Context: an optimization exercise on an open-source flow, tuned for small area and a short achievable clock period. The choices shown serve that exercise and are no tape-out recipe.
The RTL was checked by simulation tests, not by an equivalence proof against the original design.
The flow treats the clock pin as an ideal source, which a real chip does not have.
Power figures rest on the tool's default switching activity, not on a simulated workload.

==> v1: inputs <==
==> flow/design.v (excerpt) <==
module CPU(
input clk,
input reset,
output[15:0]imem_addr,
input[15:0]imem_data,
output dmem_re,
output dmem_we,
output[15:0]dmem_addr,
output[15:0]dmem_wdata,
input[15:0]dmem_rdata,
output wb_en,
output[2:0]wb_reg,
output[15:0]wb_data
);
reg [15:0] pc;
assign imem_addr = pc;
reg [4:0]  if_op;      
reg [10:0] if_f;       
reg [15:0] rf [7:0];
reg        wb_en_r;
reg [2:0]  wb_reg_r;
reg [15:0] wb_data_r;
always @(posedge clk)
  if (wb_en_r) rf[wb_reg_r] <= wb_data_r;
wire [2:0] id_ra = if_f[10:8];
wire [2:0] id_rb = if_f[7:5];
wire id_add  = (if_op == 5'd1);
wire id_sub  = (if_op == 5'd2);
wire id_movi = (if_op == 5'd3);
wire id_lodr = (if_op == 5'd4);
wire id_stor = (if_op == 5'd5);
wire id_jmp  = (if_op == 5'd6);
wire id_jeq  = (if_op == 5'd7);
wire id_rw   = id_add | id_sub | id_movi | id_lodr;
wire [11:0] id_djmp = {if_f[10], if_f} - 12'd2;
wire [15:0] id_rd1 = rf[id_ra];
wire [15:0] id_d2 = id_movi ? {{8{if_f[7]}}, if_f[7:0]} : rf[id_rb];
reg ex_rw, ex_mr, ex_mw, ex_jeq, ex_jmp, ex_sub;
reg ex_s1p, ex_s1n, ex_e1, ex_s2, ex_e2;
reg [15:0] ex_d1s;     
reg [15:0] ex_d2;
reg [2:0]  ex_rd;
reg [4:0]  ex_off;
reg mem_rw, mem_mr, mem_mw, mem_tk, mem_ld;
reg [15:0] mem_x, mem_addr;
reg [2:0]  mem_rd;
wire fwd1 = ex_rw & (ex_rd == id_ra);
wire fwd2 = ex_rw & (ex_rd == id_rb);
wire id_use1 = id_add | id_sub | id_lodr | id_jeq;
wire id_s1 = fwd1 & id_use1;
wire id_s2 = fwd2 & id_use1;
wire id_e1 = ~id_s1 & ~id_movi;
wire id_e2 = ~id_s2 & ~id_stor;
wire flush = ex_jmp | mem_tk;
wire kill  = reset | flush;
wire [15:0] mem_xi, na, nb, alu_p, alu_g, alu;
genvar gi;
generate
  for (gi = 0; gi < 16; gi = gi + 1) begin : exb
    g_inv   ux(.a(mem_x[gi]), .y(mem_xi[gi]));
    g_aoi222 ua(.a(ex_s1p), .b(mem_x[gi]), .c(ex_s1n), .d(mem_xi[gi]), .e(ex_e1), .f(ex_d1s[gi]), .y(na[gi]));
    g_aoi22 ub(.a(ex_s2), .b(mem_x[gi]), .c(ex_e2), .d(ex_d2[gi]), .y(nb[gi]));
    g_xor2  up(.a(na[gi]), .b(nb[gi]), .y(alu_p[gi]));
    g_nor2  ug(.a(na[gi]), .b(nb[gi]), .y(alu_g[gi]));
  end
endgenerate
pfx16_inv alu_add(.p(alu_p), .g(alu_g), .inv(ex_sub), .s(alu));
wire [7:0] eq_a;
wire [1:0] eq_b;
wire       eq;
generate
  for (gi = 0; gi < 8; gi = gi + 1) begin : eqa
  ...
==> flow/config.mk <==
export PLATFORM = sky130hd
export DESIGN_NAME = CPU
export DESIGN_NICKNAME = CPU
export VERILOG_FILES = /design/flow/design.v
export SDC_FILE = /design/flow/constraint.sdc
export NUM_CORES = 4
export LEC_CHECK = 0
export CAP_MARGIN = 20
export CORE_MARGIN = 2
export CORE_UTILIZATION = 40
export SETUP_SLACK_MARGIN = 2.8
export SLEW_MARGIN = 20
export SYNTH_HIERARCHICAL = 1
export SYNTH_MINIMUM_KEEP_SIZE = 0
==> flow/constraint.sdc <==
create_clock -name core_clock -period 5.0 [get_ports {clk}]
set_input_delay 1.0000 -clock core_clock [delete_from_list [all_inputs] [get_ports {clk}]]
set_output_delay 1.0000 -clock core_clock [all_outputs]
set_load 0.01 [all_outputs]
standard.sh (not shown) runs the stock make flow with config.mk's settings and CLKGATE_MAP_FILE= SYNTH_SCRIPT=/design/flow/synth_recipe.tcl, a recipe that flattens the netlist after the stock synthesis.
==> flow/flow/run.sh <==
#!/bin/bash
# Own layout flow: the standard ORFS flow (standard.sh, standard synthesis) with two changes:
#  - port buffers are sky130 buf_2 cells
#  - CTS with larger sink clusters and no dummy loads
# Each step's full output goes to its own log here; ORFS keeps its per-step logs under orfs/logs.
set -euo pipefail
export BUFFER_PORTS_ARGS="-buffer_cell sky130_fd_sc_hd__buf_2"
export CTS_ARGS="-sink_clustering_enable -repair_clock_nets -sink_clustering_size 30 -sink_clustering_max_diameter 80 -dont_use_dummy_load"
bash standard.sh synth > synth.log 2>&1
bash standard.sh finish > layout.log 2>&1
==> v26 (differences from v1) <==
--- a/flow/design.v
+++ b/flow/design.v
@@ -443,16 +443,39 @@
 wire id_movi = (if_op == 5'd3);
 wire id_lodr = (if_op == 5'd4);
 wire id_stor = (if_op == 5'd5);
 wire id_jmp  = (if_op == 5'd6);
 wire id_jeq  = (if_op == 5'd7);
 wire id_rw   = id_add | id_sub | id_movi | id_lodr;
 wire [11:0] id_djmp = {if_f[10], if_f} - 12'd2;
-wire [15:0] id_rd1 = rf[id_ra];
-wire [15:0] id_d2 = id_movi ? {{8{if_f[7]}}, if_f[7:0]} : rf[id_rb];
+wire [7:0] sel1, sel2;
+genvar gi;
+generate
+  for (gi = 0; gi < 8; gi = gi + 1) begin : dec
+    assign sel1[gi] = (id_ra == gi);
+    assign sel2[gi] = (id_rb == gi) & ~id_movi;
+  end
+endgenerate
+wire [15:0] id_imm = {{8{if_f[7]}}, if_f[7:0]};
+wire [15:0] id_rd1, id_d2;
+wire [15:0] r1a, r1b, r1c, r1d, r2a, r2b, r2c, r2d;
+generate
+  for (gi = 0; gi < 16; gi = gi + 1) begin : rd
+    g_aoi22  u1a(.a(sel1[0]), .b(rf[0][gi]), .c(sel1[1]), .d(rf[1][gi]), .y(r1a[gi]));
+    g_aoi22  u1b(.a(sel1[2]), .b(rf[2][gi]), .c(sel1[3]), .d(rf[3][gi]), .y(r1b[gi]));
+    g_aoi22  u1c(.a(sel1[4]), .b(rf[4][gi]), .c(sel1[5]), .d(rf[5][gi]), .y(r1c[gi]));
+    g_aoi22  u1d(.a(sel1[6]), .b(rf[6][gi]), .c(sel1[7]), .d(rf[7][gi]), .y(r1d[gi]));
+    g_nand4  u1(.a(r1a[gi]), .b(r1b[gi]), .c(r1c[gi]), .d(r1d[gi]), .y(id_rd1[gi]));
+    g_aoi22  u2a(.a(sel2[0]), .b(rf[0][gi]), .c(sel2[1]), .d(rf[1][gi]), .y(r2a[gi]));
+    g_aoi22  u2b(.a(sel2[2]), .b(rf[2][gi]), .c(sel2[3]), .d(rf[3][gi]), .y(r2b[gi]));
+    g_aoi22  u2c(.a(sel2[4]), .b(rf[4][gi]), .c(sel2[5]), .d(rf[5][gi]), .y(r2c[gi]));
+    g_aoi222 u2d(.a(sel2[6]), .b(rf[6][gi]), .c(sel2[7]), .d(rf[7][gi]), .e(id_movi), .f(id_imm[gi]), .y(r2d[gi]));
+    g_nand4  u2(.a(r2a[gi]), .b(r2b[gi]), .c(r2c[gi]), .d(r2d[gi]), .y(id_d2[gi]));
+  end
+endgenerate
 reg ex_rw, ex_mr, ex_mw, ex_jeq, ex_jmp, ex_sub;
 reg ex_s1p, ex_s1n, ex_e1, ex_s2, ex_e2;
 reg [15:0] ex_d1s;     
 reg [15:0] ex_d2;
 reg [2:0]  ex_rd;
 reg [4:0]  ex_off;
 reg mem_rw, mem_mr, mem_mw, mem_tk, mem_ld;
@@ -464,15 +487,14 @@
 wire id_s1 = fwd1 & id_use1;
 wire id_s2 = fwd2 & id_use1;
 wire id_e1 = ~id_s1 & ~id_movi;
 wire id_e2 = ~id_s2 & ~id_stor;
 wire flush = ex_jmp | mem_tk;
 wire kill  = reset | flush;
 wire [15:0] mem_xi, na, nb, alu_p, alu_g, alu;
-genvar gi;
 generate
   for (gi = 0; gi < 16; gi = gi + 1) begin : exb
     g_inv   ux(.a(mem_x[gi]), .y(mem_xi[gi]));
     g_aoi222 ua(.a(ex_s1p), .b(mem_x[gi]), .c(ex_s1n), .d(mem_xi[gi]), .e(ex_e1), .f(ex_d1s[gi]), .y(na[gi]));
     g_aoi22 ub(.a(ex_s2), .b(mem_x[gi]), .c(ex_e2), .d(ex_d2[gi]), .y(nb[gi]));
     g_xor2  up(.a(na[gi]), .b(nb[gi]), .y(alu_p[gi]));
     g_nor2  ug(.a(na[gi]), .b(nb[gi]), .y(alu_g[gi]));
@@ -493,39 +515,33 @@
 g_nor2 ueq(.a(eq_b[0]), .b(eq_b[1]), .y(eq));
 wire [5:0]  djeq = {ex_off[4], ex_off} - 6'd3;
 assign dmem_re    = mem_mr;
 assign dmem_we    = mem_mw;
 assign dmem_addr  = mem_addr;
 assign dmem_wdata = mem_x;
 wire [15:0] mem_res = mem_ld ? dmem_rdata : mem_x;
-reg  [11:0] delta;
-wire tk_ok    = ~(reset | mem_tk) & ex_jeq;     
-wire tk_next  = tk_ok & eq;
+reg  [11:0] dnj;        
+reg  [5:0]  mem_djeq;   
+wire tk_next  = ~(reset | mem_tk) & ex_jeq & eq;
 wire jmp_next = ~kill & id_jmp;
-wire [11:0] delta_nj = jmp_next ? id_djmp : 12'd1;
-wire [11:0] delta_tk = tk_ok ? {{6{djeq[5]}}, djeq} : delta_nj;
-wire [11:0] delta_next;
-generate
-  for (gi = 0; gi < 12; gi = gi + 1) begin : dsel
-    g_mux2 u(.a(delta_nj[gi]), .b(delta_tk[gi]), .s(eq), .y(delta_next[gi]));
-  end
-endgenerate
+wire [11:0] delta = mem_tk ? {{6{mem_djeq[5]}}, mem_djeq} : dnj;
 wire [15:0] pc_sum, pc_p, pc_g;
 wire [15:0] dext = {{4{delta[11]}}, delta};
 generate
   for (gi = 0; gi < 16; gi = gi + 1) begin : pcb
     g_xor2 up(.a(pc[gi]), .b(dext[gi]), .y(pc_p[gi]));
     g_and2 ug(.a(pc[gi]), .b(dext[gi]), .y(pc_g[gi]));
   end
 endgenerate
 pfx16 pc_add(.p(pc_p), .g(pc_g), .s(pc_sum));
 always @(posedge clk) begin
   if (reset) pc <= 16'd0;
   else       pc <= pc_sum;
-  delta <= delta_next;
+  dnj <= jmp_next ? id_djmp : 12'd1;
+  mem_djeq <= djeq;
   if (kill) if_op <= 5'd0;
   else      if_op <= imem_data[15:11];
   if_f <= imem_data[10:0];
   if (kill) begin
     ex_rw <= 1'b0; ex_mr <= 1'b0; ex_mw <= 1'b0;
     ex_jeq <= 1'b0; ex_jmp <= 1'b0;
   end else begin
==> flow/flow/run.sh (replaced) <==
#!/bin/bash
# Own layout flow: the standard ORFS flow (standard.sh, standard synthesis) with these changes:
#  - port buffers are sky130 buf_2 cells
#  - CTS with larger sink clusters and no dummy loads
#  - area recovery (flow/area_recover.tcl): after CTS's timing repair,
#    cells are downsized where the worst setup slack stays at or above
#    SETUP_SLACK_MARGIN plus some headroom (post_cts.tcl)
# Each step's full output goes to its own log here; ORFS keeps its per-step logs under orfs/logs.
set -euo pipefail
here="$(cd "$(dirname "${BASH_SOURCE[0]}")" && pwd)"
export BUFFER_PORTS_ARGS="-buffer_cell sky130_fd_sc_hd__buf_2"
export CTS_ARGS="-sink_clustering_enable -repair_clock_nets -sink_clustering_size 30 -sink_clustering_max_diameter 80 -dont_use_dummy_load"
export POST_CTS_TCL="$here/post_cts.tcl"
bash standard.sh synth > synth.log 2>&1
bash standard.sh finish > layout.log 2>&1
==> flow/flow/area_recover.tcl (new file) <==
# Area recovery: try each standard cell at a smaller drive strength of the same
# function (same cell name up to the _N suffix), keeping the change only if the
# worst setup slack stays at or above the flow's setup margin and no max
# slew/capacitance violation appears.
proc my_area_recover {margin} {
  set db [ord::get_db]
  set block [ord::get_db_block]
  set lib_masters {}
  foreach lib [$db getLibs] {
    foreach m [$lib getMasters] { dict set lib_masters [$m getName] $m }
  }
  set dont_use [expr {[info exists ::env(DONT_USE_CELLS)] ? $::env(DONT_USE_CELLS) : {}}]
  set base_slew [sta::max_slew_violation_count]
  set base_cap [sta::max_capacitance_violation_count]
  set ws0 [worst_slack -max]
  set floor [expr {min($margin, $ws0)}]
  set saved 0.0
  set changed 0
  # visit cells from the largest slack down: sort by worst slack on their output pins
  set cands {}
  foreach inst [$block getInsts] {
    set mname [[$inst getMaster] getName]
    if {![regexp {^(sky130_fd_sc_hd__[a-z0-9]+)_([0-9]+)$} $mname -> base drive]} continue
    if {[string match "*clkbuf*" $base] || [string match "*clkinv*" $base] || [string match "*tap*" $base] || [string match "*fill*" $base] || [string match "*decap*" $base]} continue
    if {[$inst isFixed]} continue
    lappend cands [list $inst $base $drive]
  }
  foreach c $cands {
    lassign $c inst base drive
    set cur [$inst getMaster]
    # smaller drives of the same base, smallest first
    set opts {}
    foreach d {0 1 2 4 6 8 12 16} {
      if {$d >= $drive} continue
      set n "${base}_$d"
      if {![dict exists $lib_masters $n]} continue
      if {[lsearch -exact $dont_use $n] >= 0} continue
      set m [dict get $lib_masters $n]
      if {[$m getWidth] >= [$cur getWidth]} continue
      lappend opts $m
    }
    foreach m $opts {
      set old [$inst getMaster]
      set ok [$inst swapMaster $m]
      if {!$ok} continue
      set ws [worst_slack -max]
      if {$ws >= $floor && [sta::max_slew_violation_count] <= $base_slew && [sta::max_capacitance_violation_count] <= $base_cap} {
        set saved [expr {$saved + ([$old getWidth] - [$m getWidth]) * [$m getHeight] / 1e6}]
        incr changed
        break
      } else {
        $inst swapMaster $old
      }
    }
  }
  puts "area recovery: $changed cells downsized, [format %.1f $saved] um2 saved, worst slack [worst_slack -max]"
}
==> flow/flow/post_cts.tcl (new file) <==
# POST_CTS hook: recover area on paths with slack to spare after CTS's timing repair,
# leaving some headroom for the routing parasitics that come next.
source [file join [file dirname [info script]] area_recover.tcl]
my_area_recover [expr {$::env(SETUP_SLACK_MARGIN) + 0.15}]
==> results by group <==
Layout
  • Number of multi-input combinational cells: 537
  • Final design instance area without fill: 14000 um^2
  • Fraction of area in multi-input gates: 36.0%
  • Reg area: 7000 um^2
  • Non-Filler Instances: 1433

Placement
  • Total half-perimeter wirelength after legalization and detailed placement: 18500 um

Run status
  • Outcome: complete, no violations

Clock network
  • Library cell used as clock root buffer: sky130_fd_sc_hd__clkbuf_16

Worst hold path
  • Min-Delay Startpoint: mem_rd[2]$_DFF_P_

Power
  • Power in combinational cells: 0.000884 W
That was v1.
==> results by group <==
Timing
  • Worst Hold Slack: 0.338 ns
  • Final Slew Violations: 0

Layout
  • Top cell class by occupied area: registers
  • Reg area: 7130 um^2
  • Number of multi-input combinational cells: 583
  • Number of signal-net buffers in the layout: 187
  • Fraction of area in multi-input gates: 33.0%
  • Non-Filler Instances: 1538

Power
  • Power in combinational cells: 0.000858 W

Placement
  • Total half-perimeter wirelength after legalization and detailed placement: 21500 um

Run status
  • Outcome: complete, no violations

Routing
  • Number of search-and-repair iterations in the first detailed-routing pass: 6
That was v26.

[separate check: timing with driven ports]
Ports are ideal in the flow. The routed layouts listed here were re-timed in OpenROAD.
Step 1 assumes that a clkbuf_16 drives the clock port and a buf_2 every other input.
Step 2, shift: input delay + t, output delay - t, t = (earliest + latest rising clock arrival at the registers) / 2. This alone moves slack from input paths to output paths.
Three values: ideal, step 1, step 2; two values: the first two.
| run | shift t [ns] | setup WS [ns] | worst setup path at the end | worst slew at a driven data input, ns |
|---|---|---|---|---|
| v1 | 0.539 | 2.752 / 2.752 / 2.342 | input to register | 0.04 |
| v26 | 0.540 | 2.803 / 2.793 / 2.431 | input to register | 0.05 |
After both steps every run listed still meets setup and hold. For v1, which loses most, drivers alone change the setup slack by 0.000 ns; drivers and shift together by -0.410 ns.
